What follows belongs to an exercise in optimizing a design on an open flow for small area, a short achievable clock period and few clock cycles per item; a production flow would make more cautious choices.
RTL that was checked went through simulation tests only; none was proved equivalent to the original.
No functional check of the RTL was part of runs 3 to 5.

## flow/run.sh

```bash
#!/bin/bash
# synth_recipe.tcl (not shown) runs the flow's synth.tcl, then flattens the netlist and writes it again
# the make line also repeats each setting of config.mk as NAME=value (left out here)
make -C /OpenROAD-flow-scripts/flow DESIGN_CONFIG=/design/flow/config.mk WORK_HOME=/design/flow/orfs CLKGATE_MAP_FILE= SYNTH_SCRIPT=/design/flow/synth_recipe.tcl finish
```

## flow/config.mk

```make
export PLATFORM = sky130hd
export DESIGN_NAME = thv_top
export DESIGN_NICKNAME = thv_top
export VERILOG_FILES = /design/flow/design.v
export SDC_FILE = /design/flow/constraint.sdc
export NUM_CORES = 8
export LEC_CHECK = 0
export CAP_MARGIN = 20
export CORE_MARGIN = 2
export CORE_UTILIZATION = 55
export SETUP_SLACK_MARGIN = 3.2
export SLEW_MARGIN = 20
```

## flow/constraint.sdc

```tcl
create_clock -name core_clock -period 5.5 [get_ports {clk}]
set_input_delay 1.1000 -clock core_clock [delete_from_list [all_inputs] [get_ports {clk}]]
set_output_delay 1.1000 -clock core_clock [all_outputs]
set_load 0.01 [all_outputs]
```

## flow/design.v

```verilog
module thv_top(clk, reset, valid, fp_value, log_value);
input  wire        clk, reset;
input  wire [31:0] fp_value;
output wire [32:0] log_value;
output wire        valid;
wire acc_in = ~fp_value[31] & (|fp_value[22:0]) & (|fp_value[30:23]) & ~(&fp_value[30:23]);
reg [9:0] v;
always @(posedge clk, posedge reset)
    if (reset) v <= 10'd0;
    else       v <= {v[8:0], acc_in};
reg [7:0] e0;
reg [16:0] dl0;
always @(posedge clk) begin
    e0  <= fp_value[30:23];
    dl0 <= ~fp_value[22:6];
end
wire acc1 = dl0 >= 17'd87382;
wire [16:0] s1 = dl0[16:0] + dl0[16:1];
wire [16:0] nd1 = acc1 ? s1 : dl0[16:0];
reg [7:0] e1;
reg [16:0] dl1;
reg [0:0] d1;
always @(posedge clk) begin
    e1  <= e0;
    dl1 <= nd1;
    d1  <= acc1;
end
wire acc2 = dl1 >= 17'd52429;
wire [15:0] s2 = dl1[15:0] + dl1[16:2];
wire [15:0] nd2 = acc2 ? s2 : dl1[15:0];
reg [7:0] e2;
reg [15:0] dl2;
reg [1:0] d2;
always @(posedge clk) begin
    e2  <= e1;
    dl2 <= nd2;
    d2  <= {d1, acc2};
end
wire acc3 = dl2 >= 16'd29128;
wire [14:0] s3 = dl2[14:0] + dl2[15:3];
wire [14:0] nd3 = acc3 ? s3 : dl2[14:0];
reg [7:0] e3;
reg [14:0] dl3;
reg [2:0] d3;
always @(posedge clk) begin
    e3  <= e2;
    dl3 <= nd3;
    d3  <= {d2, acc3};
end
wire acc4 = dl3 >= 15'd15421;
wire [13:0] s4 = dl3[13:0] + dl3[14:4];
wire [13:0] nd4 = acc4 ? s4 : dl3[13:0];
reg [7:0] e4;
reg [13:0] dl4;
reg [3:0] d4;
always @(posedge clk) begin
    e4  <= e3;
    dl4 <= nd4;
    d4  <= {d3, acc4};
end
wire acc5 = dl4 >= 14'd7944;
wire [12:0] s5 = dl4[12:0] + dl4[13:5];
wire [12:0] nd5 = acc5 ? s5 : dl4[12:0];
reg [7:0] e5;
reg [12:0] dl5;
reg [4:0] d5;
always @(posedge clk) begin
    e5  <= e4;
    dl5 <= nd5;
    d5  <= {d4, acc5};
end
wire acc6 = dl5 >= 13'd4033;
wire [11:0] s6 = dl5[11:0] + dl5[12:6];
wire [11:0] nd6 = acc6 ? s6 : dl5[11:0];
reg [7:0] e6;
reg [11:0] dl6;
reg [5:0] d6;
always @(posedge clk) begin
    e6  <= e5;
    dl6 <= nd6;
    d6  <= {d5, acc6};
end
wire acc7 = dl6 >= 12'd2033;
wire [10:0] s7 = dl6[10:0] + dl6[11:7];
wire [10:0] nd7 = acc7 ? s7 : dl6[10:0];
reg [7:0] e7;
reg [10:0] dl7;
reg [6:0] d7;
always @(posedge clk) begin
    e7  <= e6;
    dl7 <= nd7;
    d7  <= {d6, acc7};
end
reg [17:0] ta, tb;
always @(*)
    case ({d7[3], d7[4], d7[5], d7[6]})
    4'd0: ta = 18'd262021;
    4'd1: ta = 18'd153221;
    4'd2: ta = 18'd84269;
    4'd3: ta = 18'd237613;
    4'd4: ta = 18'd44422;
    4'd5: ta = 18'd197766;
    4'd6: ta = 18'd128813;
    4'd7: ta = 18'd20014;
    4'd8: ta = 18'd22805;
    4'd9: ta = 18'd176149;
    4'd10: ta = 18'd107196;
    4'd11: ta = 18'd260541;
    4'd12: ta = 18'd67350;
    4'd13: ta = 18'd220694;
    4'd14: ta = 18'd151741;
    4'd15: ta = 18'd42942;
    endcase
always @(*)
    case ({d7[0], d7[1], d7[2]})
    3'd0: tb = 18'd0;
    3'd1: tb = 18'd11638;
    3'd2: tb = 18'd5864;
    3'd3: tb = 18'd17501;
    3'd4: tb = 18'd2943;
    3'd5: tb = 18'd14581;
    3'd6: tb = 18'd8807;
    3'd7: tb = 18'd20444;
    endcase
wire [17:0] zs = ta + tb;
wire [11:0] ys = ({dl7, 1'b0} >> 1) + ({dl7, 1'b0} >> 2);
wire [7:0] yr = 8'd128 - ({dl7, 1'b0} >> 5) + ({dl7, 1'b0} >> 8);
reg [7:0] ea;
reg [17:0] za;
reg [11:0] ya;
reg [7:0] yb;
always @(posedge clk) begin
    ea <= e7;
    za <= zs;
    ya <= ys;
    yb <= yr;
end
wire [17:0] g = za + ya + yb;
wire        neg   = ~ea[7] & ~(&ea[6:0]);         
wire [7:0]  ep1   = ea + 8'd1;
wire [6:0]  ipart = ep1[6:0] ^ {7{neg}};
reg        o_sign;
reg [6:0]  o_int;
reg [17:0] o_frac;
always @(posedge clk) begin
    o_sign <= neg;
    o_int  <= ipart;
    o_frac <= g ^ {18{~neg}};
end
assign valid = v[9];
assign log_value = {o_sign, o_int, o_frac, 7'd64};
endmodule
```

==> out/qor.json, run 1 <==
{
  "synth": {
    "synth-edff-count": 0,
    "syn-mean-instance-area_sq_um": 9.65,
    "yosys_register_bits": 311,
    "asyncSetResetFlopFracSynth_pct": 3.22,
    "yosys.cell_types.count": 80,
    "synth.top_cells.by_count": "dfxtp_1 (301), ha_1 (157), nand2_1 (113)",
    "synth_top_flop_cell": "dfxtp_1",
    "netlist.top_cell.by_area": "dfxtp_1",
    "syn_area_sq_um": 14800,
    "ys_seq_area_share_pct": 42.3,
    "synth-warning-count": 1,
    "post-synth-top-count-cell": "dfxtp_1",
    "yosysTopAreaCellShare_pct": 40.6,
    "post_synth_inst_count": 1538,
    "synth.top_cells.by_area": "dfxtp_1 (41%), ha_1 (13%), xnor2_1 (4.4%)"
  },
  "finish": {
    "fraction_of_final_layout_cells_sized_beyond_drive_strength_1_pct": 12.6,
    "design.final.nets": 1847,
    "final_util_pct": 66.2,
    "num_antenna_cells": 0,
    "areaGrowthSynthToFinish_pct": 19.3
  },
  "timing": {
    "slew_headroom_pct": 51.9,
    "final_max_slew_viol_count": 0,
    "worstMarginPinSlew_ps": 721,
    "tmin_final_ps": 2580,
    "clock-skew-final_ps": 20.4,
    "final_setup_violation_count": 0,
    "finalHoldViolCount": 0,
    "totalNegativeSetupSlack_ps": 0,
    "achievable-frequency_ghz": 0.388,
    "final.period_utilization_pct": 46.9,
    "grt_setup_unrepaired": "true"
  },
  "global_routing": {
    "grt.total_usage_pct": 20.2,
    "grt_first_pass_wirelength_um": 48000,
    "grt_max_degree": 27,
    "gr-total-overflow": 0,
    "first_global_vias": 10400,
    "initial_antenna_violation_count": 0
  },
  "placement": {
    "place_congestion": 0.851,
    "detailedPlacementHpwl_um": 20500,
    "buffer_ports.inserted": 60
  },
  "detailed_routing": {
    "via_count": 10900,
    "wl_met3_um": 959,
    "wl_per_cell_um": 14.3,
    "met2_wirelength_um": 13700,
    "drtAntennaViolNets": 0,
    "drt_first_pass_iters": 5,
    "met1_wire_length_um": 13400,
    "top_layer_used": "met4",
    "drcViolationCount": 0,
    "wl_um": 28700,
    "detail_route.iter0.violations": 561,
    "drt-vias-per-instance": 5.44
  },
  "setup_path": {
    "start_kind": "flip-flop",
    "critical_path.n_buffers_inverters": 0,
    "r2r_cells": 9,
    "required_ps": 5900,
    "cells_traversed_along_the_worst_timing_path": "fa_1 > ha_2 > fa_2 > a21o_1 > a21oi_4 > o21ai_4 > a2111oi_4 > nor3_1 > xnor2_1",
    "end_kind": "flip-flop",
    "rr_startpoint": "za[1]",
    "worstPathMaxFanout": 3,
    "cp_slowest_cell": "fa_1",
    "arrival_ps": 2980,
    "kind_of_cell_adding_the_most_delay_to_the_critical_path": "adder cells",
    "reg_to_reg_slack_setup_ps": 2920,
    "crit_path_max_incr_delay_ps": 480,
    "critPathKind": "flip-flop to flip-flop",
    "rr_endpoint": "o_frac[17]"
  },
  "clock_tree": {
    "postCtsHoldBufs": 0,
    "clock_tree.buffer_depth": 3,
    "ctsHtreeMaxLevel": 2,
    "cts-buffers-inserted": 35,
    "cts.reportedPaths.clkPinSlew_ps": 60,
    "clock-root-buffer": "clkbuf_16",
    "worstSkewPairLatency_ps": 520,
    "cts_tree": "done",
    "clock_sink_count": 311
  },
  "floorplanning": {
    "die_area_sq_um": 28300,
    "floorplan.die.height_um": 168,
    "initial_utilization_pct": 55.5,
    "design.core.area_sq_um": 26700,
    "chipWidth_um": 168,
    "rows": 60,
    "io-pin-count": 68
  },
  "hold_path": {
    "worst_hold_path_type": "flip-flop to flip-flop",
    "hold_depth": 0,
    "worst_hold_endpoint": "e2[0]",
    "timing.hold.worst.start": "e1[0]"
  },
  "status": {
    "status": "timing/DRC/antenna clean"
  },
  "job": {
    "max_cap_viol_count": 0
  }
}
metrics by stage:
| stage | cells | setup slack [ps] | hold slack (ps) | cell area (sq um) |
|---|---|---|---|---|
| 6_report | 2003 | 2920 | 320 | 17700 |
| 5_1_grt | 2003 | 2840 | 320 | 17700 |
| 4_1_cts | 1987 | 2950 | 317 | 17300 |
| 3_5_place_dp | 1917 | 2830 | 312 | 15800 |
| 3_3_place_gp | 1917 | 2860 | 309 | 15800 |
| 2_1_floorplan | 1543 | 3020 | 310 | 14900 |
worst register-to-register path: cells and delay by family, from the launching register on:
kind,cells,cell delay [ps]
fa+ha+maj,3,1030
compound gates,4,870
flops,1,320
xor+xnor,1,150
simple gates,1,120
cells in the final DEF (no fill, tap or decap), drive strengths merged, types with 10 or more instances in the layout:
cell | Yosys | routed
a2111oi | 11 | 11
a211oi | 17 | 17
a21o | 26 | 26
a21oi | 101 | 101
and3 | 13 | 13
buf | 12 | 26
clkbuf | 19 | 44
clkdlybuf4s50 | 0 | 33
dfrtp | 10 | 10
dfxtp | 301 | 301
dlygate4sd2 | 0 | 26
fa | 19 | 19
ha | 157 | 157
inv | 113 | 116
nand2 | 113 | 113
nand2b | 20 | 20
nand3 | 27 | 27
nand4 | 11 | 11
nor2 | 88 | 88
nor2b | 16 | 16
nor3 | 46 | 46
nor4 | 19 | 19
o211ai | 19 | 19
o21a | 15 | 15
o21ai | 92 | 92
o21bai | 15 | 15
o31ai | 13 | 13
or2 | 11 | 11
xnor2 | 74 | 74
xor2 | 45 | 45
what timing repair did:
action                     CTS  global route
resized for setup           77            77
pin swaps                   20            36
cloned                       1             2
setup endpoints to repair   60            55
setup buffers                7            14
area by class of cell:
class / instances / area (sq um)
well taps: 341 / 427
inverters: 114 / 442
fillers: 2188 / 9030
clock inverters: 18 / 244
repair buffers: 87 / 830
multi-input cells: 1088 / 8500
clock buffers: 44 / 940
flip-flops and latches: 311 / 6310
registers in the layout (all words and copies together), names as in the netlist, 8 cells and up:
signal  count
dl3        15
dl7        11
e1          8
dl1        17
e5          8
dl6        12
za         18
e4          8
e7          8
dl0        17
tb         15
o_frac     18
e2          8
dl2        16
e6          8
e0          8
yb          8
ta         14
v          10
e3          8
dl5        13
ya         12
ea          8
dl4        14
worst max-delay path by stage:
stage / from / endpoint / slack [ps] / depth (start not counted)
after global placement: za[1] / o_frac[17] / 2860 / 9
after global routing: za[1] / o_frac[17] / 2840 / 9
after detailed placement: za[1] / o_frac[15] / 2830 / 9
after CTS: za[1] / o_frac[15] / 2950 / 9
final: za[1] / o_frac[17] / 2920 / 9
after floorplan: za[1] / o_frac[17] / 3020 / 9
cells by family after synthesis:
logic type | count (synthesis) | share of synthesized area [%]
other cells | 2 | 0.0506
compound gates | 378 | 17.0
buf+inv | 145 | 3.89
flops | 311 | 42.3
xor+xnor | 119 | 7.08
simple gates | 398 | 13.1
mux | 9 | 0.734
fa+ha+maj | 176 | 15.8
routing by layer:
| layer | vias up | track usage [%] |
|---|---|---|
| li1 | 5622 | - |
| met2 | 187 | 35.2 |
| met3 | 49 | 2.99 |
| met4 | 0 | 5.96 |
| met5 | - | 0 |
| met1 | 5046 | 25.9 |
Testbench counts, summed over its fixed seeds: cycles 16,072, items 15,013.
==> inputs of run 2 (changes only) <==
--- a/flow/config.mk
+++ b/flow/config.mk
@@ -8,5 +8,4 @@
 export CAP_MARGIN = 20
 export CORE_MARGIN = 2
 export CORE_UTILIZATION = 55
-export SETUP_SLACK_MARGIN = 3.2
 export SLEW_MARGIN = 20
==> out/qor.json, run 2 <==
{
  "finish": {
    "areaGrowthSynthToFinish_pct": 14.4,
    "fraction_of_final_layout_cells_sized_beyond_drive_strength_1": {"value": 6.04, "unit": "%", "change": "-6.6 points"},
    "num_antenna_cells": {"value": 0, "change": "unchanged"},
    "layout.cells.most_common_list": "dfxtp_1 (301), ha_1 (157), nand2_1 (113)",
    "fillerInstances": {"value": 2285, "change": "+4.4%"},
    "finalNonFillerCells": {"value": 1981, "change": "-1.1%"},
    "final_util": {"value": 63.5, "unit": "%", "change": "-2.7 points"},
    "final_common_cell": "dfxtp_1",
    "design.final.nets": {"value": 1824, "change": "-1.2%"},
    "largest_registers": "o_frac (18), za (18)"
  },
  "setup_path": {
    "startpoint": "za[1]",
    "rr_startpoint": "za[1]",
    "worst_setup_path_endpoint": "o_frac[17]",
    "required": {"value": 5900, "unit": "ps", "change": "about the same"},
    "rr_endpoint": "o_frac[17]",
    "end_kind": "flip-flop",
    "start_kind": "flip-flop",
    "reg_to_reg_slack_setup": {"value": 2400, "unit": "ps", "change": "-530 ps"},
    "r2r_cells": {"value": 9, "change": "unchanged"},
    "critPathKind": "flip-flop to flip-flop",
    "worstPathMaxFanout": {"value": 3, "change": "unchanged"},
    "arrival": {"value": 3500, "unit": "ps", "change": "+520 ps"}
  },
  "timing": {
    "finalHoldViolCount": {"value": 0, "change": "unchanged"},
    "clock-skew-final": {"value": 18.4, "unit": "ps", "change": "-2.02 ps"},
    "final_setup_violation_count": {"value": 0, "change": "unchanged"},
    "final.period_utilization": {"value": 56.4, "unit": "%", "change": "+9.6 points"},
    "timing.hold.ws": {"value": 319, "unit": "ps", "change": "-1.33 ps"},
    "totalNegativeSetupSlack": {"value": 0, "unit": "ps", "change": "unchanged"},
    "grt_setup_unrepaired": "false",
    "fin_ws": {"value": 2400, "unit": "ps", "change": "-525 ps"},
    "tmin_final": {"value": 3100, "unit": "ps", "change": "+525 ps"},
    "worstMarginPinSlew": {"value": 927, "unit": "ps", "change": "+206 ps"},
    "achievable-frequency": {"value": 0.322, "unit": "GHz", "change": "-17%"},
    "final_max_slew_viol_count": {"value": 0, "change": "unchanged"},
    "slew_headroom": {"value": 38.0, "unit": "%", "change": "-14 points"}
  },
  "clock_tree": {
    "cts_tree": "done",
    "ctsHtreeMaxLevel": {"value": 2, "change": "unchanged"},
    "cts.repair_timing.setup_buffer_count": {"value": 0, "change": "-7"},
    "cts-buffers-inserted": {"value": 35, "change": "unchanged"},
    "clock_sink_count": {"value": 311, "change": "unchanged"},
    "clock-root-buffer": "clkbuf_16",
    "post_cts_resize_count": {"value": 0, "change": "-100%"},
    "postCtsHoldBufs": {"value": 0, "change": "unchanged"},
    "worstSkewPairLatency": {"value": 510, "unit": "ps", "change": "about the same"},
    "clock_tree.buffer_depth": {"value": 3, "change": "unchanged"},
    "cts.reportedPaths.clkPinSlew": {"value": 60, "unit": "ps", "change": "about the same"}
  },
  "detailed_routing": {
    "drt-vias-per-instance": {"value": 5.36, "change": "-1.5%"},
    "drtAntennaViolNets": {"value": 0, "change": "unchanged"},
    "detail_route.iter0.violations": {"value": 638, "change": "+14%"},
    "drcViolationCount": {"value": 0, "change": "unchanged"},
    "via_count": {"value": 10600, "change": "-2.6%"},
    "drt_first_pass_iters": {"value": 5, "change": "unchanged"},
    "wl_per_cell": {"value": 13.6, "unit": "um", "change": "-5.5%"},
    "wl": {"value": 26800, "unit": "um", "change": "-6.5%"}
  },
  "synth": {
    "syn_area": {"value": 14800, "unit": "sq um", "change": "unchanged"},
    "synth.top_cells.by_area": "dfxtp_1 (41%), ha_1 (13%), xnor2_1 (4.4%)",
    "synth_top_flop_cell": "dfxtp_1",
    "synth-warning-count": {"value": 1, "change": "unchanged"},
    "yosysTopAreaCellShare": {"value": 40.6, "unit": "%", "change": "unchanged"},
    "post-synth-top-count-cell": "dfxtp_1",
    "syn-mean-instance-area": {"value": 9.65, "unit": "sq um", "change": "unchanged"},
    "asyncSetResetFlopFracSynth": {"value": 3.22, "unit": "%", "change": "unchanged"},
    "netlist.top_cell.by_area": "dfxtp_1",
    "yosys_register_bits": {"value": 311, "change": "unchanged"},
    "synth-edff-count": {"value": 0, "change": "unchanged"},
    "ys_seq_area_share": {"value": 42.3, "unit": "%", "change": "unchanged"},
    "yosys.cell_types.count": {"value": 80, "change": "unchanged"},
    "post_synth_inst_count": {"value": 1538, "change": "unchanged"},
    "synth.top_cells.by_count": "dfxtp_1 (301), ha_1 (157), nand2_1 (113)"
  },
  "placement": {
    "place_congestion": {"value": 0.862, "change": "+1.4%"},
    "placedCellCount": {"value": 1918, "change": "+0.052%"},
    "pre_cts_ws": {"value": 2340, "unit": "ps", "change": "-495 ps"},
    "detailedPlacementHpwl": {"value": 20200, "unit": "um", "change": "-1.6%"},
    "buffer_ports.inserted": {"value": 60, "change": "unchanged"}
  },
  "global_routing": {
    "grt_first_pass_wirelength": {"value": 46700, "unit": "um", "change": "-2.7%"},
    "top_usage_layer": "met2",
    "grt.total_usage": {"value": 19.5, "unit": "%", "change": "-0.67 points"},
    "grtUsageMet3": {"value": 3.27, "unit": "%", "change": "+0.28 points"},
    "grt_max_degree": {"value": 27, "change": "unchanged"},
    "grtUsageMet2": {"value": 33.6, "unit": "%", "change": "-1.6 points"},
    "initial_antenna_violation_count": {"value": 0, "change": "unchanged"},
    "gr-total-overflow": {"value": 0, "change": "unchanged"},
    "gr-usage-met1": {"value": 25.3, "unit": "%", "change": "-0.60 points"},
    "first_global_vias": {"value": 10200, "change": "-1.7%"}
  },
  "floorplanning": {
    "initial_utilization": {"value": 55.5, "unit": "%", "change": "unchanged"},
    "chipWidth": {"value": 168, "unit": "um", "change": "unchanged"},
    "design.core.area": {"value": 26700, "unit": "sq um", "change": "unchanged"},
    "io-pin-count": {"value": 68, "change": "unchanged"},
    "rows": {"value": 60, "change": "unchanged"},
    "die_area": {"value": 28300, "unit": "sq um", "change": "unchanged"},
    "floorplan.die.height": {"value": 168, "unit": "um", "change": "unchanged"}
  },
  "hold_path": {
    "worst_hold_path_type": "flip-flop to flip-flop"
  },
  "status": {
    "status": "timing/DRC/antenna clean"
  },
  "job": {
    "max_cap_viol_count": {"value": 0, "change": "unchanged"}
  }
}
==> run 2: kinds of logic after synthesis <==
kind of cell    share of synthesized area [%]
other cells                            0.0506
fa+ha+maj                                15.8
xor+xnor                                 7.08
compound gates                           17.0
buf+inv                                  3.89
simple gates                             13.1
mux                                     0.734
flops                                    42.3
==> run 2: routing by layer <==
metal	wire length (um)	vias up	part of all wire (%)
met4	550	0	2.0
met2	12600	166	47
li1	-	5557	-
met1	12800	4855	48
met3	917	44	3.4
met5	0	-	0
==> run 2: cell type report <==
type,instances,area [sq um],area share [%]
Inverter,114,428,2.52
Clock buffer,53,1070,6.33
Clock inverter,10,95.1,0.560
Tap cell,341,427,2.51
Multi-Input combinational cell,1087,8030,47.3
Sequential cell,311,6280,37.0
Timing Repair Buffer,65,638,3.76
==> run 2: stage by stage <==
| stage | cell area, sq um |
|---|---|
| after floorplan | 14900 |
| after CTS | 17000 |
| after detailed placement | 15800 |
| final | 17000 |
| after global routing | 17000 |
| after global placement | 15800 |
==> run 2: how the worst min path moves through the flow <==
stage / slack [ps] / cells past startpoint / from / to
2_1_floorplan: 310 / 0 / d1 / d2[1]
3_3_place_gp: 310 / 0 / e5[6] / e6[6]
3_5_place_dp: 310 / 0 / e0[5] / e1[5]
4_1_cts: 320 / 0 / d5[3] / d6[4]
5_1_grt: 320 / 0 / d5[3] / d6[4]
6_report: 320 / 0 / d5[3] / d6[4]
==> run 2: critical path, cell delays in order, from the launching register on <==
cell	delay (ps)
dfxtp_1	320
fa_1	470
ha_1	230
fa_1	420
a21o_1	180
a21oi_1	260
o21ai_0	200
a2111oi_1	610
nor3_1	150
xnor2_1	150
==> inputs of run 3 (changes only) <==
==> flow/design.v (replaced) <==
module thv_top(clk, reset, valid, fp_value, log_value);
input  wire        clk, reset;
input  wire [31:0] fp_value;
output wire [32:0] log_value;
output wire        valid;
wire acc_in = ~fp_value[31] & (|fp_value[22:0]) & (|fp_value[30:23]) & ~(&fp_value[30:23]);
reg [9:0] v;
always @(posedge clk, posedge reset)
    if (reset) v <= 10'd0;
    else       v <= {v[8:0], acc_in};
reg [7:0] e0;
reg [16:0] dl0;
always @(posedge clk) begin
    e0  <= fp_value[30:23];
    dl0 <= ~fp_value[22:6];
end
wire [17:0] s1 = dl0 + (dl0 >> 1);
wire acc1 = s1[17];
wire [16:0] nd1 = acc1 ? s1[16:0] : dl0[16:0];
reg [7:0] e1;
reg [16:0] dl1;
reg [0:0] d1;
always @(posedge clk) begin
    e1  <= e0;
    dl1 <= nd1;
    d1  <= acc1;
end
wire [16:0] s2 = dl1 + (dl1 >> 2);
wire acc2 = s2[16];
wire [15:0] nd2 = acc2 ? s2[15:0] : dl1[15:0];
reg [7:0] e2;
reg [15:0] dl2;
reg [1:0] d2;
always @(posedge clk) begin
    e2  <= e1;
    dl2 <= nd2;
    d2  <= {d1, acc2};
end
wire [15:0] s3 = dl2 + (dl2 >> 3);
wire acc3 = s3[15];
wire [14:0] nd3 = acc3 ? s3[14:0] : dl2[14:0];
reg [7:0] e3;
reg [14:0] dl3;
reg [2:0] d3;
always @(posedge clk) begin
    e3  <= e2;
    dl3 <= nd3;
    d3  <= {d2, acc3};
end
wire [14:0] s4 = dl3 + (dl3 >> 4);
wire acc4 = s4[14];
wire [13:0] nd4 = acc4 ? s4[13:0] : dl3[13:0];
reg [7:0] e4;
reg [13:0] dl4;
reg [3:0] d4;
always @(posedge clk) begin
    e4  <= e3;
    dl4 <= nd4;
    d4  <= {d3, acc4};
end
wire [13:0] s5 = dl4 + (dl4 >> 5);
wire acc5 = s5[13];
wire [12:0] nd5 = acc5 ? s5[12:0] : dl4[12:0];
reg [7:0] e5;
reg [12:0] dl5;
reg [4:0] d5;
always @(posedge clk) begin
    e5  <= e4;
    dl5 <= nd5;
    d5  <= {d4, acc5};
end
wire [12:0] s6 = dl5 + (dl5 >> 6);
wire acc6 = s6[12];
wire [11:0] nd6 = acc6 ? s6[11:0] : dl5[11:0];
reg [7:0] e6;
reg [11:0] dl6;
reg [5:0] d6;
always @(posedge clk) begin
    e6  <= e5;
    dl6 <= nd6;
    d6  <= {d5, acc6};
end
wire [11:0] s7 = dl6 + (dl6 >> 7);
wire acc7 = s7[11];
wire [10:0] nd7 = acc7 ? s7[10:0] : dl6[10:0];
reg [7:0] e7;
reg [10:0] dl7;
reg [6:0] d7;
always @(posedge clk) begin
    e7  <= e6;
    dl7 <= nd7;
    d7  <= {d6, acc7};
end
reg [17:0] ta, tb;
always @(*)
    case ({d7[3], d7[4], d7[5], d7[6]})
    4'd0: ta = 18'd5;
    4'd1: ta = 18'd153349;
    4'd2: ta = 18'd84397;
    4'd3: ta = 18'd237741;
    4'd4: ta = 18'd44550;
    4'd5: ta = 18'd197894;
    4'd6: ta = 18'd128941;
    4'd7: ta = 18'd20142;
    4'd8: ta = 18'd22933;
    4'd9: ta = 18'd176277;
    4'd10: ta = 18'd107324;
    4'd11: ta = 18'd260669;
    4'd12: ta = 18'd67478;
    4'd13: ta = 18'd220822;
    4'd14: ta = 18'd151869;
    4'd15: ta = 18'd43070;
    endcase
always @(*)
    case ({d7[0], d7[1], d7[2]})
    3'd0: tb = 18'd0;
    3'd1: tb = 18'd11638;
    3'd2: tb = 18'd5864;
    3'd3: tb = 18'd17501;
    3'd4: tb = 18'd2943;
    3'd5: tb = 18'd14581;
    3'd6: tb = 18'd8807;
    3'd7: tb = 18'd20444;
    endcase
wire [17:0] zs = ta + tb;
wire [11:0] ys = ({dl7, 1'b0} >> 1) + ({dl7, 1'b0} >> 2) - ({dl7, 1'b0} >> 5) + ({dl7, 1'b0} >> 8);
reg [7:0] ea;
reg [17:0] za;
reg [11:0] ya;
always @(posedge clk) begin
    ea <= e7;
    za <= zs;
    ya <= ys;
end
wire [17:0] g = za + ya;
wire        neg   = ~ea[7] & ~(&ea[6:0]);         
wire [7:0]  ep1   = ea + 8'd1;
wire [6:0]  ipart = ep1[6:0] ^ {7{neg}};
reg        o_sign;
reg [6:0]  o_int;
reg [17:0] o_frac;
always @(posedge clk) begin
    o_sign <= neg;
    o_int  <= ipart;
    o_frac <= g ^ {18{~neg}};
end
assign valid = v[9];
assign log_value = {o_sign, o_int, o_frac, 7'd64};
endmodule
--- a/flow/config.mk
+++ b/flow/config.mk
@@ -5,7 +5,9 @@
 export SDC_FILE = /design/flow/constraint.sdc
 export NUM_CORES = 8
 export LEC_CHECK = 0
+export ABC_CLOCK_PERIOD_IN_PS = 2000
 export CAP_MARGIN = 20
 export CORE_MARGIN = 2
 export CORE_UTILIZATION = 55
+export SETUP_SLACK_MARGIN = 3.4
 export SLEW_MARGIN = 20
==> out/qor.json, run 3 <==
{
  "synth": {
    "yosys_register_bits": {"value": 303, "change": "-2.6%"},
    "synth_top_flop_cell": "dfxtp_1",
    "yosys.cell_types.count": {"value": 80, "change": "unchanged"},
    "post-synth-top-count-cell": "dfxtp_1",
    "syn_area": {"value": 14300, "unit": "sq um", "change": "-3.9%"},
    "synth.top_cells.by_area": "dfxtp_1 (41%), ha_1 (12%), xnor2_1 (5.8%)",
    "synth-edff-count": {"value": 0, "change": "unchanged"},
    "syn-mean-instance-area": {"value": 10.0, "unit": "sq um", "change": "+3.7%"},
    "yosysTopAreaCellShare": {"value": 41.1, "unit": "%", "change": "+0.51 points"},
    "asyncSetResetFlopFracSynth": {"value": 3.30, "unit": "%", "change": "+0.085 points"},
    "netlist.top_cell.by_area": "dfxtp_1",
    "synth.top_cells.by_count": "dfxtp_1 (293), ha_1 (139), inv_1 (109)",
    "post_synth_inst_count": {"value": 1426, "change": "-7.3%"},
    "synth-warning-count": {"value": 1, "change": "unchanged"},
    "ys_seq_area_share": {"value": 42.9, "unit": "%", "change": "+0.58 points"}
  },
  "timing": {
    "finalHoldViolCount": {"value": 0, "change": "unchanged"},
    "achievable-frequency": {"value": 0.336, "unit": "GHz", "change": "+4.2%"},
    "clock-skew-final": {"value": 11.2, "unit": "ps", "change": "-7.21 ps"},
    "slew_headroom": {"value": 57.8, "unit": "%", "change": "+20 points"},
    "grt_setup_unrepaired": "true",
    "tmin_final": {"value": 2980, "unit": "ps", "change": "-124 ps"},
    "worstMarginPinSlew": {"value": 633, "unit": "ps", "change": "-294 ps"},
    "final.period_utilization": {"value": 54.2, "unit": "%", "change": "-2.3 points"},
    "totalNegativeSetupSlack": {"value": 0, "unit": "ps", "change": "unchanged"},
    "final_setup_violation_count": {"value": 0, "change": "unchanged"},
    "final_max_slew_viol_count": {"value": 0, "change": "unchanged"}
  },
  "finish": {
    "layout.cells.most_common_list": "dfxtp_1 (221), inv_1 (96), ha_1 (94)",
    "multi_input_comb_area": {"value": 9300, "unit": "sq um", "change": "+16%"},
    "fillerInstances": {"value": 1711, "change": "-25%"},
    "design.final.nets": {"value": 1819, "change": "-0.27%"},
    "num_antenna_cells": {"value": 0, "change": "unchanged"},
    "final-seq-area": {"value": 6270, "unit": "sq um", "change": "-0.16%"},
    "largest_registers": "o_frac (18), za (18)",
    "fraction_of_final_layout_cells_sized_beyond_drive_strength_1": {"value": 34.5, "unit": "%", "change": "+29 points"},
    "areaGrowthSynthToFinish_pct": 34.5,
    "final_common_cell": "dfxtp_1",
    "final_util": {"value": 75.7, "unit": "%", "change": "+12 points"}
  },
  "global_routing": {
    "grtUsageMet2": {"value": 37.6, "unit": "%", "change": "+4.0 points"},
    "top_usage_layer": "met2",
    "grt.total_usage": {"value": 20.9, "unit": "%", "change": "+1.4 points"},
    "grt_max_degree": {"value": 20, "change": "-26%"},
    "initial_antenna_violation_count": {"value": 0, "change": "unchanged"},
    "gr-total-overflow": {"value": 0, "change": "unchanged"},
    "first_global_vias": {"value": 10200, "change": "-0.64%"},
    "grt_first_pass_wirelength": {"value": 47200, "unit": "um", "change": "+1.0%"},
    "gr-usage-met1": {"value": 26.0, "unit": "%", "change": "+0.72 points"},
    "grtUsageMet3": {"value": 2.99, "unit": "%", "change": "-0.28 points"}
  },
  "hold_path": {
    "worst_hold_path_type": "flip-flop to flip-flop",
    "hold_depth": {"value": 0, "change": "unchanged"}
  },
  "status": {
    "status": "timing/DRC/antenna clean"
  },
  "setup_path": {
    "cells_traversed_along_the_worst_timing_path": "fa_1 > inv_1 > fa_1 > inv_1 > ha_2 > inv_2 > fa_2 > nor2b_2 > o21ai_2 > a21boi_2 > o21ai_1 > a21oi_1 > or4_1 > o211ai_1",
    "crit_cells": {"value": 14, "change": "+5"},
    "kind_of_cell_adding_the_most_delay_to_the_critical_path": "adder cells",
    "crit_path_max_incr_delay": {"value": 530, "unit": "ps", "change": "-80 ps"},
    "end_kind": "flip-flop",
    "reg_to_reg_slack_setup": {"value": 2520, "unit": "ps", "change": "+120 ps"},
    "critPathKind": "flip-flop to flip-flop",
    "start_kind": "flip-flop",
    "required": {"value": 5980, "unit": "ps", "change": "+80 ps"},
    "critical_path.n_buffers_inverters": {"value": 3, "change": "+3"},
    "worstPathMaxFanout": {"value": 2, "change": "-1"},
    "arrival": {"value": 3470, "unit": "ps", "change": "-30 ps"},
    "cp_slowest_cell": "fa_1",
    "r2r_cells": {"value": 14, "change": "+5"}
  },
  "detailed_routing": {
    "wl": {"value": 30100, "unit": "um", "change": "+12%"},
    "via_count": {"value": 10600, "change": "+0.12%"},
    "detail_route.iter0.violations": {"value": 614, "change": "-3.8%"},
    "drt_first_pass_iters": {"value": 5, "change": "unchanged"},
    "drtAntennaViolNets": {"value": 0, "change": "unchanged"},
    "drcViolationCount": {"value": 0, "change": "unchanged"},
    "drt-vias-per-instance": {"value": 5.37, "change": "+0.17%"},
    "wl_per_cell": {"value": 15.2, "unit": "um", "change": "+12%"}
  },
  "job": {
    "max_cap_viol_count": {"value": 0, "change": "unchanged"}
  },
  "floorplanning": {
    "die_area": {"value": 27200, "unit": "sq um", "change": "-3.8%"},
    "floorplan.die.height": {"value": 165, "unit": "um", "change": "-1.9%"},
    "design.core.area": {"value": 25300, "unit": "sq um", "change": "-5.2%"},
    "chipWidth": {"value": 165, "unit": "um", "change": "-1.9%"},
    "initial_utilization": {"value": 56.3, "unit": "%", "change": "+0.80 points"},
    "io-pin-count": {"value": 68, "change": "unchanged"},
    "rows": {"value": 58, "change": "-3.3%"}
  },
  "clock_tree": {
    "cts.reportedPaths.clkPinSlew": {"value": 70, "unit": "ps", "change": "about the same"},
    "clock_sink_count": {"value": 303, "change": "-2.6%"},
    "clock-root-buffer": "clkbuf_16",
    "clock_tree.buffer_depth": {"value": 3, "change": "unchanged"},
    "cts-buffers-inserted": {"value": 31, "change": "-11%"},
    "cts_tree": "done",
    "ctsHtreeMaxLevel": {"value": 1, "change": "-1"},
    "postCtsHoldBufs": {"value": 0, "change": "unchanged"},
    "worstSkewPairLatency": {"value": 560, "unit": "ps", "change": "+50 ps"}
  },
  "placement": {
    "buffer_ports.inserted": {"value": 60, "change": "unchanged"},
    "place_congestion": {"value": 0.804, "change": "-6.8%"},
    "detailedPlacementHpwl": {"value": 18400, "unit": "um", "change": "-9.0%"}
  }
}
[run 3: cell types whose count changed after synthesis, sizes merged, moves of 10 or more]
cell	change
mux2	+29
clkbuf	-10
nor3	-30
ha	-18
xnor2	+21
nand2	-35
[run 3: logic make-up (layout without fill, tap and decap cells)]
| logic type | Yosys count | in the layout | share of synthesized area [%] |
|---|---|---|---|
| fa+ha+maj | 160 | 160 | 15.1 |
| compound gates | 338 | 340 | 15.1 |
| buf+inv | 138 | 353 | 4.06 |
| flops | 303 | 303 | 42.9 |
| mux | 43 | 43 | 3.66 |
| xor+xnor | 139 | 139 | 8.59 |
| simple gates | 303 | 305 | 10.5 |
| other cells | 2 | 7 | 0.0527 |
[run 3: repair_timing]
item	in CTS	in global routing
setup buffers	77	43
pin swaps	100	117
resized for setup	339	196
cloned	7	2
setup endpoints to repair	174	164
[run 3: worst reg2reg max path: stages (launching register included)]
cell	delay, ps
dfxtp_2	330
fa_1	530
inv_1	50
fa_1	470
inv_1	50
ha_2	170
inv_2	50
fa_2	200
nor2b_2	50
o21ai_2	140
a21boi_2	80
o21ai_1	180
a21oi_1	110
or4_1	400
o211ai_1	100
[run 3: layer usage]
layer | vias to the layer above | part of all wire, %
met5 | - | 0
met4 | 0 | 1.9
met3 | 46 | 3.2
met2 | 163 | 50
met1 | 5034 | 44
li1 | 5392 | -
[run 3: metrics by stage]
| step | setup slack (ps) | instance area [sq um] | std cells | hold slack [ps] |
|---|---|---|---|---|
| 2_1_floorplan | 2550 | 14600 | 1431 | 310 |
| 3_3_place_gp | 2460 | 15400 | 1793 | 310 |
| 3_5_place_dp | 2370 | 15400 | 1793 | 312 |
| 4_1_cts | 2540 | 18000 | 1935 | 322 |
| 5_1_grt | 2370 | 19200 | 1980 | 326 |
| 6_report | 2520 | 19200 | 1980 | 319 |
[run 3: final cells by class]
class	instances	area share, %
multi-input cells	994	48.5
repair inverters	1	0.0587
repair buffers	185	9.04
flip-flops and latches	303	32.7
clock inverters	16	0.868
well taps	330	2.15
inverters	109	2.22
clock buffers	42	4.47
[run 3: path summary, 6_finish.rpt]
path,endpoint,start
min reg2reg,d6[5],d5[4]
max in group asynchronous,v[5],reset
min in group asynchronous,v[1],reset
max reg2reg,ya[11],dl7[1]
max,ya[11],dl7[1]
min,d6[5],d5[4]
==> inputs of run 4 (changes only) <==
--- a/flow/design.v
+++ b/flow/design.v
@@ -4,24 +4,19 @@
 output wire [32:0] log_value;
 output wire        valid;
 wire acc_in = ~fp_value[31] & (|fp_value[22:0]) & (|fp_value[30:23]) & ~(&fp_value[30:23]);
-reg [9:0] v;
+reg [8:0] v;
 always @(posedge clk, posedge reset)
-    if (reset) v <= 10'd0;
-    else       v <= {v[8:0], acc_in};
-reg [7:0] e0;
-reg [16:0] dl0;
-always @(posedge clk) begin
-    e0  <= fp_value[30:23];
-    dl0 <= ~fp_value[22:6];
-end
+    if (reset) v <= 9'd0;
+    else       v <= {v[7:0], acc_in};
+wire [16:0] dl0 = ~fp_value[22:6];
 wire [17:0] s1 = dl0 + (dl0 >> 1);
 wire acc1 = s1[17];
 wire [16:0] nd1 = acc1 ? s1[16:0] : dl0[16:0];
 reg [7:0] e1;
 reg [16:0] dl1;
-reg [0:0] d1;
+reg d1;
 always @(posedge clk) begin
-    e1  <= e0;
+    e1  <= fp_value[30:23];
     dl1 <= nd1;
     d1  <= acc1;
 end
@@ -144,6 +139,6 @@
     o_int  <= ipart;
     o_frac <= g ^ {18{~neg}};
 end
-assign valid = v[9];
+assign valid = v[8];
 assign log_value = {o_sign, o_int, o_frac, 7'd64};
 endmodule
==> out/qor.json, run 4 <==
{
  "global_routing": {
    "initial_antenna_violation_count": {"value": 0, "change": "unchanged"},
    "first_global_vias": {"value": 9845, "change": "-3.1%"},
    "grt.total_usage": {"value": 20.8, "unit": "%", "change": "-0.055 points"},
    "gr-total-overflow": {"value": 0, "change": "unchanged"},
    "grt_first_pass_wirelength": {"value": 45500, "unit": "um", "change": "-3.6%"},
    "grt_max_degree": {"value": 22, "change": "+10%"}
  },
  "timing": {
    "grt_setup_unrepaired": "true",
    "slew_headroom": {"value": 59.4, "unit": "%", "change": "+1.6 points"},
    "clock-skew-final": {"value": 12.2, "unit": "ps", "change": "+1.04 ps"},
    "final_max_slew_viol_count": {"value": 0, "change": "unchanged"},
    "final.period_utilization": {"value": 55.2, "unit": "%", "change": "+0.99 points"},
    "final_setup_violation_count": {"value": 0, "change": "unchanged"},
    "tmin_final": {"value": 3040, "unit": "ps", "change": "+54.4 ps"},
    "achievable-frequency": {"value": 0.329, "unit": "GHz", "change": "-1.8%"},
    "finalHoldViolCount": {"value": 0, "change": "unchanged"},
    "timing.hold.ws": {"value": 320, "unit": "ps", "change": "+1.24 ps"},
    "totalNegativeSetupSlack": {"value": 0, "unit": "ps", "change": "unchanged"},
    "worstMarginPinSlew": {"value": 609, "unit": "ps", "change": "-24.1 ps"}
  },
  "detailed_routing": {
    "drt-vias-per-instance": {"value": 5.20, "change": "-3.3%"},
    "detail_route.iter0.violations": {"value": 426, "change": "-31%"},
    "wl": {"value": 27900, "unit": "um", "change": "-7.2%"},
    "wl_per_cell": {"value": 14.6, "unit": "um", "change": "-4.3%"},
    "via_count": {"value": 9972, "change": "-6.2%"},
    "drt_first_pass_iters": {"value": 4, "change": "-1"},
    "drcViolationCount": {"value": 0, "change": "unchanged"},
    "drtAntennaViolNets": {"value": 0, "change": "unchanged"}
  },
  "synth": {
    "yosys_register_bits": {"value": 277, "change": "-8.6%"},
    "synth-edff-count": {"value": 0, "change": "unchanged"},
    "synth.top_cells.by_count": "dfxtp_1 (268), ha_1 (139), xnor2_1 (103)",
    "post-synth-top-count-cell": "dfxtp_1",
    "synth_top_flop_cell": "dfxtp_1",
    "asyncSetResetFlopFracSynth": {"value": 3.25, "unit": "%", "change": "-0.051 points"},
    "yosysTopAreaCellShare": {"value": 39.8, "unit": "%", "change": "-1.3 points"},
    "syn-mean-instance-area": {"value": 9.90, "unit": "sq um", "change": "-0.97%"},
    "yosys.cell_types.count": {"value": 72, "change": "-10%"},
    "post_synth_mux_area_share": {"value": 3.94, "unit": "%", "change": "+0.29 points"},
    "post_synth_fa_ha_maj_area_fraction": {"value": 16.0, "unit": "%", "change": "+0.88 points"},
    "netlist.top_cell.by_area": "dfxtp_1",
    "post_synth_inst_count": {"value": 1361, "change": "-4.6%"},
    "synthXorXnorAreaFrac": {"value": 9.43, "unit": "%", "change": "+0.84 points"},
    "synth.top_cells.by_area": "dfxtp_1 (40%), ha_1 (13%), xnor2_1 (6.7%)",
    "synth-warning-count": {"value": 1, "change": "unchanged"},
    "main_combinational_cell_family_by_area_after_synthesis": "adder cells",
    "syn_area": {"value": 13500, "unit": "sq um", "change": "-5.5%"},
    "synth-simple-area-share": {"value": 10.9, "unit": "%", "change": "+0.43 points"},
    "ys_seq_area_share": {"value": 41.5, "unit": "%", "change": "-1.4 points"},
    "fraction_of_the_mapped_netlist_area_in_compound_gates": {"value": 14.1, "unit": "%", "change": "-0.99 points"}
  },
  "finish": {
    "final_util": {"value": 75.8, "unit": "%", "change": "+0.11 points"},
    "fin_area": {"value": 18300, "unit": "sq um", "change": "-4.4%"},
    "fillerInstances": {"value": 1612, "change": "-5.8%"},
    "num_antenna_cells": {"value": 0, "change": "unchanged"},
    "layout.cells.most_common_list": "dfxtp_1 (220), ha_1 (101), xnor2_1 (95)",
    "areaGrowthSynthToFinish_pct": 36.0,
    "fraction_of_final_layout_cells_sized_beyond_drive_strength_1": {"value": 36.1, "unit": "%", "change": "+1.6 points"},
    "final_common_cell": "dfxtp_1",
    "largest_registers": "o_frac (18), za (18), dl1 (17)",
    "design.final.nets": {"value": 1769, "change": "-2.7%"}
  },
  "placement": {
    "place_congestion": {"value": 0.908, "change": "+13%"},
    "detailedPlacementHpwl": {"value": 17400, "unit": "um", "change": "-5.5%"},
    "placedInstanceArea": {"value": 14800, "unit": "sq um", "change": "-4.2%"},
    "buffer_ports.inserted": {"value": 60, "change": "unchanged"}
  },
  "setup_path": {
    "end_kind": "flip-flop",
    "crit_path_max_incr_delay": {"value": 510, "unit": "ps", "change": "-20 ps"},
    "cells_traversed_along_the_worst_timing_path": "fa_1 > inv_2 > fa_1 > inv_1 > ha_2 > inv_2 > fa_2 > nor2b_2 > o21ai_2 > a21boi_2 > o21ai_2 > a21oi_2 > o21ai_1 > mux2i_1 > nand2_1",
    "arrival": {"value": 3460, "unit": "ps", "change": "about the same"},
    "worstPathMaxFanout": {"value": 2, "change": "unchanged"},
    "critPathKind": "flip-flop to flip-flop",
    "start_kind": "flip-flop",
    "required": {"value": 5920, "unit": "ps", "change": "-60 ps"},
    "cp_slowest_cell": "fa_1"
  },
  "clock_tree": {
    "cts.reportedPaths.clkPinSlew": {"value": 60, "unit": "ps", "change": "about the same"},
    "worstSkewPairLatency": {"value": 540, "unit": "ps", "change": "-20 ps"},
    "ctsHtreeMaxLevel": {"value": 1, "change": "unchanged"},
    "cts-buffers-inserted": {"value": 28, "change": "-9.7%"},
    "clock_sink_count": {"value": 277, "change": "-8.6%"},
    "clock_tree.buffer_depth": {"value": 3, "change": "unchanged"},
    "cts_tree": "done",
    "clock-root-buffer": "clkbuf_16"
  },
  "status": {
    "status": "timing/DRC/antenna clean"
  },
  "floorplanning": {
    "io-pin-count": {"value": 68, "change": "unchanged"},
    "design.core.area": {"value": 24200, "unit": "sq um", "change": "-4.5%"},
    "die_area": {"value": 25800, "unit": "sq um", "change": "-5.4%"},
    "chipWidth": {"value": 161, "unit": "um", "change": "-2.7%"},
    "floorplan.die.height": {"value": 161, "unit": "um", "change": "-2.7%"},
    "rows": {"value": 57, "change": "-1.7%"},
    "initial_utilization": {"value": 55.8, "unit": "%", "change": "-0.56 points"}
  },
  "job": {
    "max_cap_viol_count": {"value": 0, "change": "unchanged"}
  },
  "hold_path": {
    "worst_hold_path_type": "flip-flop to flip-flop"
  }
}
## run 4: changes by cell type after synthesis, moves of 8 or more
cell,delta
dfxtp_1,-25
o21ai_0,-17
nand2_1,+13
inv_1,-11
nor4_1,-10
or3_1,+10
xor2_1,-10
xnor2_1,+9
nor3_1,+8
## run 4: through the flow
stage / setup slack, ps / cells
finish: 2460 / 1919
global route: 2340 / 1919
CTS: 2430 / 1883
detailed placement: 1490 / 1723
global placement: 1520 / 1723
floorplan: 2470 / 1366
## run 4: final cells by class
class / instances / area (sq um) / share of cell area, %
multi-input combinational: 963 / 9010 / 49.1
sequential: 277 / 5690 / 31.0
timing repair buffer: 203 / 1850 / 10.1
clock buffer: 37 / 764 / 4.17
inverter: 100 / 413 / 2.25
tap: 324 / 405 / 2.21
clock inverter: 13 / 185 / 1.01
timing repair inverter: 2 / 15.0 / 0.0819
## run 4: repair_timing
item | in CTS | in global routing
resized for setup | 352 | 180
setup buffers | 100 | 35
endpoints found under the setup margin | 169 | 152
pin swaps | 108 | 103
cloned | 10 | 1
hold buffers | 0 | 0
## run 4: path summary, 6_finish.rpt
path                              from  endpoint  slack (ps)  cells past startpoint
worst max-delay path            dl7[2]    ya[11]        2460                     15
worst min-delay path             e4[4]     e5[4]         320                      0
worst max register to register  dl7[2]    ya[11]        2460                     15
worst min register to register   e4[4]     e5[4]         320                      0
max in group asynchronous        reset      v[3]        4440                      2
min in group asynchronous        reset      v[5]         820                      2
## run 4: worst max-delay path, delay by kind of cell, from the launching register on
| kind | cells | cell delay, ps |
|---|---|---|
| buf+inv | 3 | 150 |
| compound gates | 5 | 530 |
| simple gates | 2 | 220 |
| fa+ha+maj | 4 | 1480 |
| flops | 1 | 360 |
| mux | 1 | 150 |
## run 4: cells by family (layout without fill, tap and decap cells)
group,count (synthesis),after routing
compound gates,300,301
buf+inv,129,355
mux,46,46
simple gates,307,307
fa+ha+maj,160,160
other cells,2,7
xor+xnor,140,142
flops,277,277
## run 4: routing by layer
metal / vias up / GRT usage, % / wire length (um)
met4: 0 / 5.24 / 512
met3: 45 / 2.63 / 851
met2: 138 / 37.4 / 14000
li1: 5140 / - / -
met1: 4649 / 26.6 / 12600
met5: - / 0 / 0
==> inputs of run 5 (changes only) <==
==> flow/design.v (replaced) <==
module thv_top(clk, reset, valid, fp_value, log_value);
input  wire        clk, reset;
input  wire [31:0] fp_value;
output wire [32:0] log_value;
output wire        valid;
wire acc_in = ~fp_value[31] & (|fp_value[22:0]) & (|fp_value[30:23]) & ~(&fp_value[30:23]);
reg [8:0] v;             
always @(posedge clk, posedge reset)
    if (reset) v <= {(8+1){1'b0}};
    else       v <= {v[8-1:0], acc_in};
reg [7:0]  e0;
reg [16:0] dl0;
always @(posedge clk) begin
    e0  <= fp_value[30:23];
    dl0 <= ~fp_value[22:6];
end
wire signed [18:0] t1 = $signed({2'b00, dl0}) + $signed({2'b00, dl0 >> 1}) - $signed(19'd131072);
wire acc1 = ~t1[18];
reg [16:0] dl1;
reg [7:0] e1;
reg [0:0] d1;
always @(posedge clk) begin
    dl1 <= acc1 ? t1[16:0] : dl0[16:0];
    e1  <= e0;
    d1  <= acc1;
end
wire signed [18:0] t2 = $signed({2'b00, dl1}) + $signed({2'b00, dl1 >> 2}) - $signed(19'd65536);
wire acc2 = ~t2[18];
reg [15:0] dl2;
reg [7:0] e2;
reg [1:0] d2;
always @(posedge clk) begin
    dl2 <= acc2 ? t2[15:0] : dl1[15:0];
    e2  <= e1;
    d2  <= {d1, acc2};
end
wire signed [17:0] t3 = $signed({2'b00, dl2}) + $signed({2'b00, dl2 >> 3}) - $signed(18'd32768);
wire acc3 = ~t3[17];
reg [14:0] dl3;
reg [7:0] e3;
reg [2:0] d3;
always @(posedge clk) begin
    dl3 <= acc3 ? t3[14:0] : dl2[14:0];
    e3  <= e2;
    d3  <= {d2, acc3};
end
wire signed [16:0] t4 = $signed({2'b00, dl3}) + $signed({2'b00, dl3 >> 4}) - $signed(17'd16384);
wire acc4 = ~t4[16];
reg [13:0] dl4;
reg [7:0] e4;
reg [3:0] d4;
always @(posedge clk) begin
    dl4 <= acc4 ? t4[13:0] : dl3[13:0];
    e4  <= e3;
    d4  <= {d3, acc4};
end
wire signed [15:0] t5 = $signed({2'b00, dl4}) + $signed({2'b00, dl4 >> 5}) - $signed(16'd8192);
wire acc5 = ~t5[15];
reg [12:0] dl5;
reg [7:0] e5;
reg [4:0] d5;
always @(posedge clk) begin
    dl5 <= acc5 ? t5[12:0] : dl4[12:0];
    e5  <= e4;
    d5  <= {d4, acc5};
end
wire signed [14:0] t6 = $signed({2'b00, dl5}) + $signed({2'b00, dl5 >> 6}) - $signed(15'd4096);
wire acc6 = ~t6[14];
reg [11:0] dl6;
reg [7:0] e6;
reg [5:0] d6;
always @(posedge clk) begin
    dl6 <= acc6 ? t6[11:0] : dl5[11:0];
    e6  <= e5;
    d6  <= {d5, acc6};
end
wire signed [13:0] t7 = $signed({2'b00, dl6}) + $signed({2'b00, dl6 >> 7}) - $signed(14'd2048);
wire acc7 = ~t7[13];
reg [10:0] dl7;
reg [7:0] e7;
reg [6:0] d7;
always @(posedge clk) begin
    dl7 <= acc7 ? t7[10:0] : dl6[10:0];
    e7  <= e6;
    d7  <= {d6, acc7};
end
reg [17:0] tab_a, tab_b;
always @(*) begin
    case ({d7[3], d7[4], d7[5], d7[6]})
    4'd0: tab_a = 18'd0;
    4'd1: tab_a = 18'd153344;
    4'd2: tab_a = 18'd84392;
    4'd3: tab_a = 18'd237736;
    4'd4: tab_a = 18'd44545;
    4'd5: tab_a = 18'd197889;
    4'd6: tab_a = 18'd128936;
    4'd7: tab_a = 18'd282281;
    4'd8: tab_a = 18'd22928;
    4'd9: tab_a = 18'd176272;
    4'd10: tab_a = 18'd107319;
    4'd11: tab_a = 18'd260664;
    4'd12: tab_a = 18'd67473;
    4'd13: tab_a = 18'd220817;
    4'd14: tab_a = 18'd151864;
    4'd15: tab_a = 18'd305209;
    endcase
    case ({d7[0], d7[1], d7[2]})
    3'd0: tab_b = 18'd0;
    3'd1: tab_b = 18'd11638;
    3'd2: tab_b = 18'd5864;
    3'd3: tab_b = 18'd17501;
    3'd4: tab_b = 18'd2943;
    3'd5: tab_b = 18'd14581;
    3'd6: tab_b = 18'd8807;
    3'd7: tab_b = 18'd20444;
    endcase
end
wire [20:0] gsum = tab_a + tab_b + (({9'b0, {dl7, 1'b0}} >> 1) + ({9'b0, {dl7, 1'b0}} >> 2) - ({9'b0, {dl7, 1'b0}} >> 5) + ({9'b0, {dl7, 1'b0}} >> 8)) + 21'd5;
wire [17:0] g = gsum[17:0];
wire        neg  = ~e7[7] & ~(&e7[6:0]);           
wire [7:0]  ep1  = e7 + 8'd1;
wire [6:0]  ipart = ep1[6:0] ^ {7{neg}};
reg        o_sign;
reg [6:0]  o_int;
reg [17:0] o_frac;
always @(posedge clk) begin
    o_sign <= neg;
    o_int  <= ipart;
    o_frac <= g ^ {18{~neg}};
end
assign valid = v[8];
assign log_value = {o_sign, o_int, o_frac, 7'd64};
endmodule
==> flow/config.mk (replaced) <==
export PLATFORM = sky130hd
export DESIGN_NAME = thv_top
export DESIGN_NICKNAME = thv_top
export VERILOG_FILES = /design/flow/design.v
export SDC_FILE = /design/flow/constraint.sdc
export NUM_CORES = 8
export LEC_CHECK = 0
export CAP_MARGIN = 20
export CORE_MARGIN = 2
export CORE_UTILIZATION = 40
export SLEW_MARGIN = 20
==> out/qor.json, run 5 <==
{
  "global_routing": {
    "gr-total-overflow": {"value": 0, "change": "unchanged"},
    "grt.total_usage": {"value": 13.1, "unit": "%", "change": "-7.7 points"},
    "grt_first_pass_wirelength": {"value": 38100, "unit": "um", "change": "-16%"},
    "initial_antenna_violation_count": {"value": 0, "change": "unchanged"},
    "first_global_vias": {"value": 8568, "change": "-13%"},
    "grt_max_degree": {"value": 32, "change": "+45%"}
  },
  "detailed_routing": {
    "drt_first_pass_iters": {"value": 4, "change": "unchanged"},
    "drcViolationCount": {"value": 0, "change": "unchanged"},
    "detail_route.iter0.violations": {"value": 304, "change": "-29%"},
    "wl": {"value": 21800, "unit": "um", "change": "-22%"},
    "drtAntennaViolNets": {"value": 0, "change": "unchanged"},
    "wl_per_cell": {"value": 11.8, "unit": "um", "change": "-19%"},
    "drt-vias-per-instance": {"value": 4.76, "change": "-8.4%"},
    "via_count": {"value": 8807, "change": "-12%"}
  },
  "synth": {
    "synth-warning-count": {"value": 3, "change": "+2"},
    "synth.top_cells.by_area": "dfxtp_1 (39%), ha_1 (15%), xnor2_1 (5.5%)",
    "yosysTopAreaCellShare": {"value": 39.0, "unit": "%", "change": "-0.77 points"},
    "netlist.top_cell.by_area": "dfxtp_1",
    "ys_seq_area_share": {"value": 40.7, "unit": "%", "change": "-0.73 points"},
    "synth_top_flop_cell": "dfxtp_1",
    "yosys.cell_types.count": {"value": 71, "change": "-1.4%"},
    "synth-edff-count": {"value": 0, "change": "unchanged"},
    "synth.top_cells.by_count": "dfxtp_1 (256), ha_1 (156), inv_1 (107)",
    "post_synth_inst_count": {"value": 1315, "change": "-3.4%"},
    "post-synth-top-count-cell": "dfxtp_1",
    "syn-mean-instance-area": {"value": 9.99, "unit": "sq um", "change": "+0.82%"},
    "asyncSetResetFlopFracSynth": {"value": 3.40, "unit": "%", "change": "+0.15 points"},
    "yosys_register_bits": {"value": 265, "change": "-4.3%"},
    "syn_area": {"value": 13100, "unit": "sq um", "change": "-2.6%"}
  },
  "setup_path": {
    "end_kind": "flip-flop",
    "critPathKind": "flip-flop to flip-flop",
    "startpoint": "dl7[2]",
    "crit_path_max_incr_delay": {"value": 480, "unit": "ps", "change": "-30 ps"},
    "reg_to_reg_slack_setup": {"value": 240, "unit": "ps", "change": "-2230 ps"},
    "kind_of_cell_adding_the_most_delay_to_the_critical_path": "adder cells",
    "required": {"value": 5980, "unit": "ps", "change": "+60 ps"},
    "arrival": {"value": 5740, "unit": "ps", "change": "+2280 ps"},
    "cp_slowest_cell": "fa_1",
    "start_kind": "flip-flop",
    "worstPathMaxFanout": {"value": 5, "change": "+3"},
    "r2r_cells": {"value": 21, "change": "+6"},
    "rr_endpoint": "o_frac[16]",
    "rr_startpoint": "dl7[2]",
    "critical_path.n_buffers_inverters": {"value": 2, "change": "-1"},
    "cells_traversed_along_the_worst_timing_path": "inv_1 > fa_1 > buf_4 > fa_1 > nor2b_1 > o2111ai_1 > a31oi_1 > a21o_1 > a21o_1 > xnor2_1 > fa_1 > ha_1 > ha_1 > ha_4 > or2_2 > a21oi_1 > a31oi_1 > a31o_2 > a21o_1 > a21oi_1 > xnor2_1"
  },
  "finish": {
    "fin_area": {"value": 15200, "unit": "sq um", "change": "-17%"},
    "num_antenna_cells": {"value": 0, "change": "unchanged"},
    "final_common_cell": "dfxtp_1",
    "fraction_of_final_layout_cells_sized_beyond_drive_strength_1": {"value": 7.24, "unit": "%", "change": "-29 points"},
    "design.final.nets": {"value": 1608, "change": "-9.1%"},
    "largest_registers": "o_frac (18), dl0 (17), dl1 (17)",
    "final_util": {"value": 46.9, "unit": "%", "change": "-29 points"},
    "top_register": "o_frac",
    "areaGrowthSynthToFinish_pct": 15.9,
    "largest_reg_flops": 18,
    "layout.cells.most_common_list": "dfxtp_1 (256), ha_1 (155), inv_1 (107)"
  },
  "timing": {
    "final_setup_violation_count": {"value": 0, "change": "unchanged"},
    "tmin_final": {"value": 5260, "unit": "ps", "change": "+2230 ps"},
    "clock-skew-final": {"value": 11.2, "unit": "ps", "change": "-0.990 ps"},
    "achievable-frequency": {"value": 0.190, "unit": "GHz", "change": "-42%"},
    "final.period_utilization": {"value": 95.7, "unit": "%", "change": "+40 points"},
    "final_max_slew_viol_count": {"value": 0, "change": "unchanged"},
    "grt_setup_unrepaired": "false",
    "worstMarginPinSlew": {"value": 958, "unit": "ps", "change": "+349 ps"},
    "slew_headroom": {"value": 36.0, "unit": "%", "change": "-23 points"},
    "fin_ws": {"value": 239, "unit": "ps", "change": "-2230 ps"},
    "finalHoldViolCount": {"value": 0, "change": "unchanged"},
    "timing.hold.ws": {"value": 321, "unit": "ps", "change": "+1.05 ps"},
    "totalNegativeSetupSlack": {"value": 0, "unit": "ps", "change": "unchanged"}
  },
  "floorplanning": {
    "design.core.area": {"value": 32500, "unit": "sq um", "change": "+34%"},
    "io-pin-count": {"value": 68, "change": "unchanged"},
    "chipWidth": {"value": 185, "unit": "um", "change": "+15%"},
    "floorplan.die.height": {"value": 185, "unit": "um", "change": "+15%"},
    "rows": {"value": 66, "change": "+16%"},
    "initial_utilization": {"value": 40.5, "unit": "%", "change": "-15 points"},
    "die_area": {"value": 34300, "unit": "sq um", "change": "+33%"}
  },
  "placement": {
    "placedInstanceArea": {"value": 14200, "unit": "sq um", "change": "-4.3%"},
    "pre_cts_ws": {"value": -40.9, "unit": "ps", "change": "-1540 ps"},
    "detailedPlacementHpwl": {"value": 16900, "unit": "um", "change": "-2.7%"},
    "place_congestion": {"value": 0.826, "change": "-9.0%"},
    "buffer_ports.inserted": {"value": 60, "change": "unchanged"}
  },
  "hold_path": {
    "timing.hold.worst.start": "d1",
    "worst_hold_path_type": "flip-flop to flip-flop",
    "worst_hold_endpoint": "d2[1]",
    "hold_depth": {"value": 0, "change": "unchanged"}
  },
  "clock_tree": {
    "clock_tree.buffer_depth": {"value": 3, "change": "unchanged"},
    "cts_tree": "done",
    "clock-root-buffer": "clkbuf_16",
    "worstSkewPairLatency": {"value": 550, "unit": "ps", "change": "about the same"},
    "ctsHtreeMaxLevel": {"value": 1, "change": "unchanged"},
    "cts-buffers-inserted": {"value": 29, "change": "+3.6%"},
    "cts.reportedPaths.clkPinSlew": {"value": 60, "unit": "ps", "change": "about the same"},
    "clock_sink_count": {"value": 265, "change": "-4.3%"},
    "postCtsHoldBufs": {"value": 0, "change": "unchanged"}
  },
  "job": {
    "max_cap_viol_count": {"value": 0, "change": "unchanged"}
  },
  "status": {
    "status": "timing/DRC/antenna clean"
  }
}
run 5: cell count changes in the layout (fill, tap and decap cells not counted), sizes merged, moves of 13 or more:
| cell | change |
|---|---|
| nand2 | -13 |
| buf | -167 |
| ha | +17 |
| xnor2 | -25 |
| clkdlybuf4s50 | +40 |
| nand3 | -14 |
| inv | +14 |
run 5: stage by stage:
step | std cells
floorplan | 1320
global placement | 1795
detailed placement | 1795
CTS | 1849
global route | 1851
finish | 1851
run 5: cell type report:
cell class | instances | area (sq um)
fillers | 3057 | 17200
inverters | 108 | 405
multi-input cells | 917 | 7270
clock inverters | 14 | 175
repair buffers | 65 | 638
well taps | 442 | 553
clock buffers | 40 | 827
flip-flops and latches | 265 | 5350
run 5: logic make-up (layout without fill, tap and decap cells):
| family | count (synthesis) | after routing | synth area share [%] |
|---|---|---|---|
| adders and majority gates | 188 | 188 | 19.7 |
| and+or+nand+nor | 274 | 274 | 9.95 |
| other | 2 | 7 | 0.0572 |
| xor gates and xnor gates | 126 | 126 | 8.40 |
| DFF | 265 | 265 | 40.7 |
| AOI/OAI and AO/OA | 294 | 294 | 14.1 |
| muxes | 28 | 28 | 2.53 |
| buffers and inverters | 138 | 227 | 4.46 |
run 5: per-layer routing:
metal	routed length (um)	GRT usage (%)	vias to the layer above	share of wire, %
li1	-	-	4654	-
met1	10200	16.0	4025	47
met2	10500	23.9	91	48
met3	631	2.08	37	2.9
met4	490	3.56	0	2.2
met5	0	0	-	0
run 5: worst max-delay path by stage:
stage	to	slack (ps)	depth (start not counted)
after floorplan	o_frac[17]	370	22
after global placement	o_frac[17]	60	22
after detailed placement	o_frac[17]	-40	22
after CTS	o_frac[17]	4	22
after global routing	o_frac[16]	10	22
final	o_frac[16]	240	21
run 5: timing repair:
action,CTS,global route
setup buffers,0,2
pin swaps,0,5
gates resized for setup,1,5
setup endpoints to repair,1,4

[re-timing with driven ports]
How much do the figures lean on ideal ports? The routed layouts below were timed once more, with nothing changed but the port constraints. Step 1 assumes that a clkbuf_16 drives the clock port and a buf_2 every other input. Step 2 times the ports against the registers' clock, not the clock port: input delays grow and output delays shrink by t, the midpoint of the rising clock arrivals with the driver on. Slacks: ideal / step 1 / step 2; pairs: ideal / step 1.
run	shift t [ns]	setup WS [ns]	hold slack, ns	worst setup path at the end
run 1	0.566	2.921 / 2.921 / 2.921	0.320 / 0.320 / 0.320	register to register
run 2	0.548	2.396 / 2.396 / 2.396	0.319 / 0.319 / 0.319	register to register
run 3	0.611	2.519 / 2.519 / 2.519	0.319 / 0.319 / 0.319	register to register
run 4	0.584	2.465 / 2.465 / 2.172	0.320 / 0.320 / 0.320	input to register
run 5	0.594	0.239 / 0.239 / 0.239	0.321 / 0.321 / 0.321	register to register
After both steps setup and hold are still met in every run listed. For run 4, which loses most, drivers alone change the setup slack by 0.000 ns; drivers and shift together by -0.293 ns.
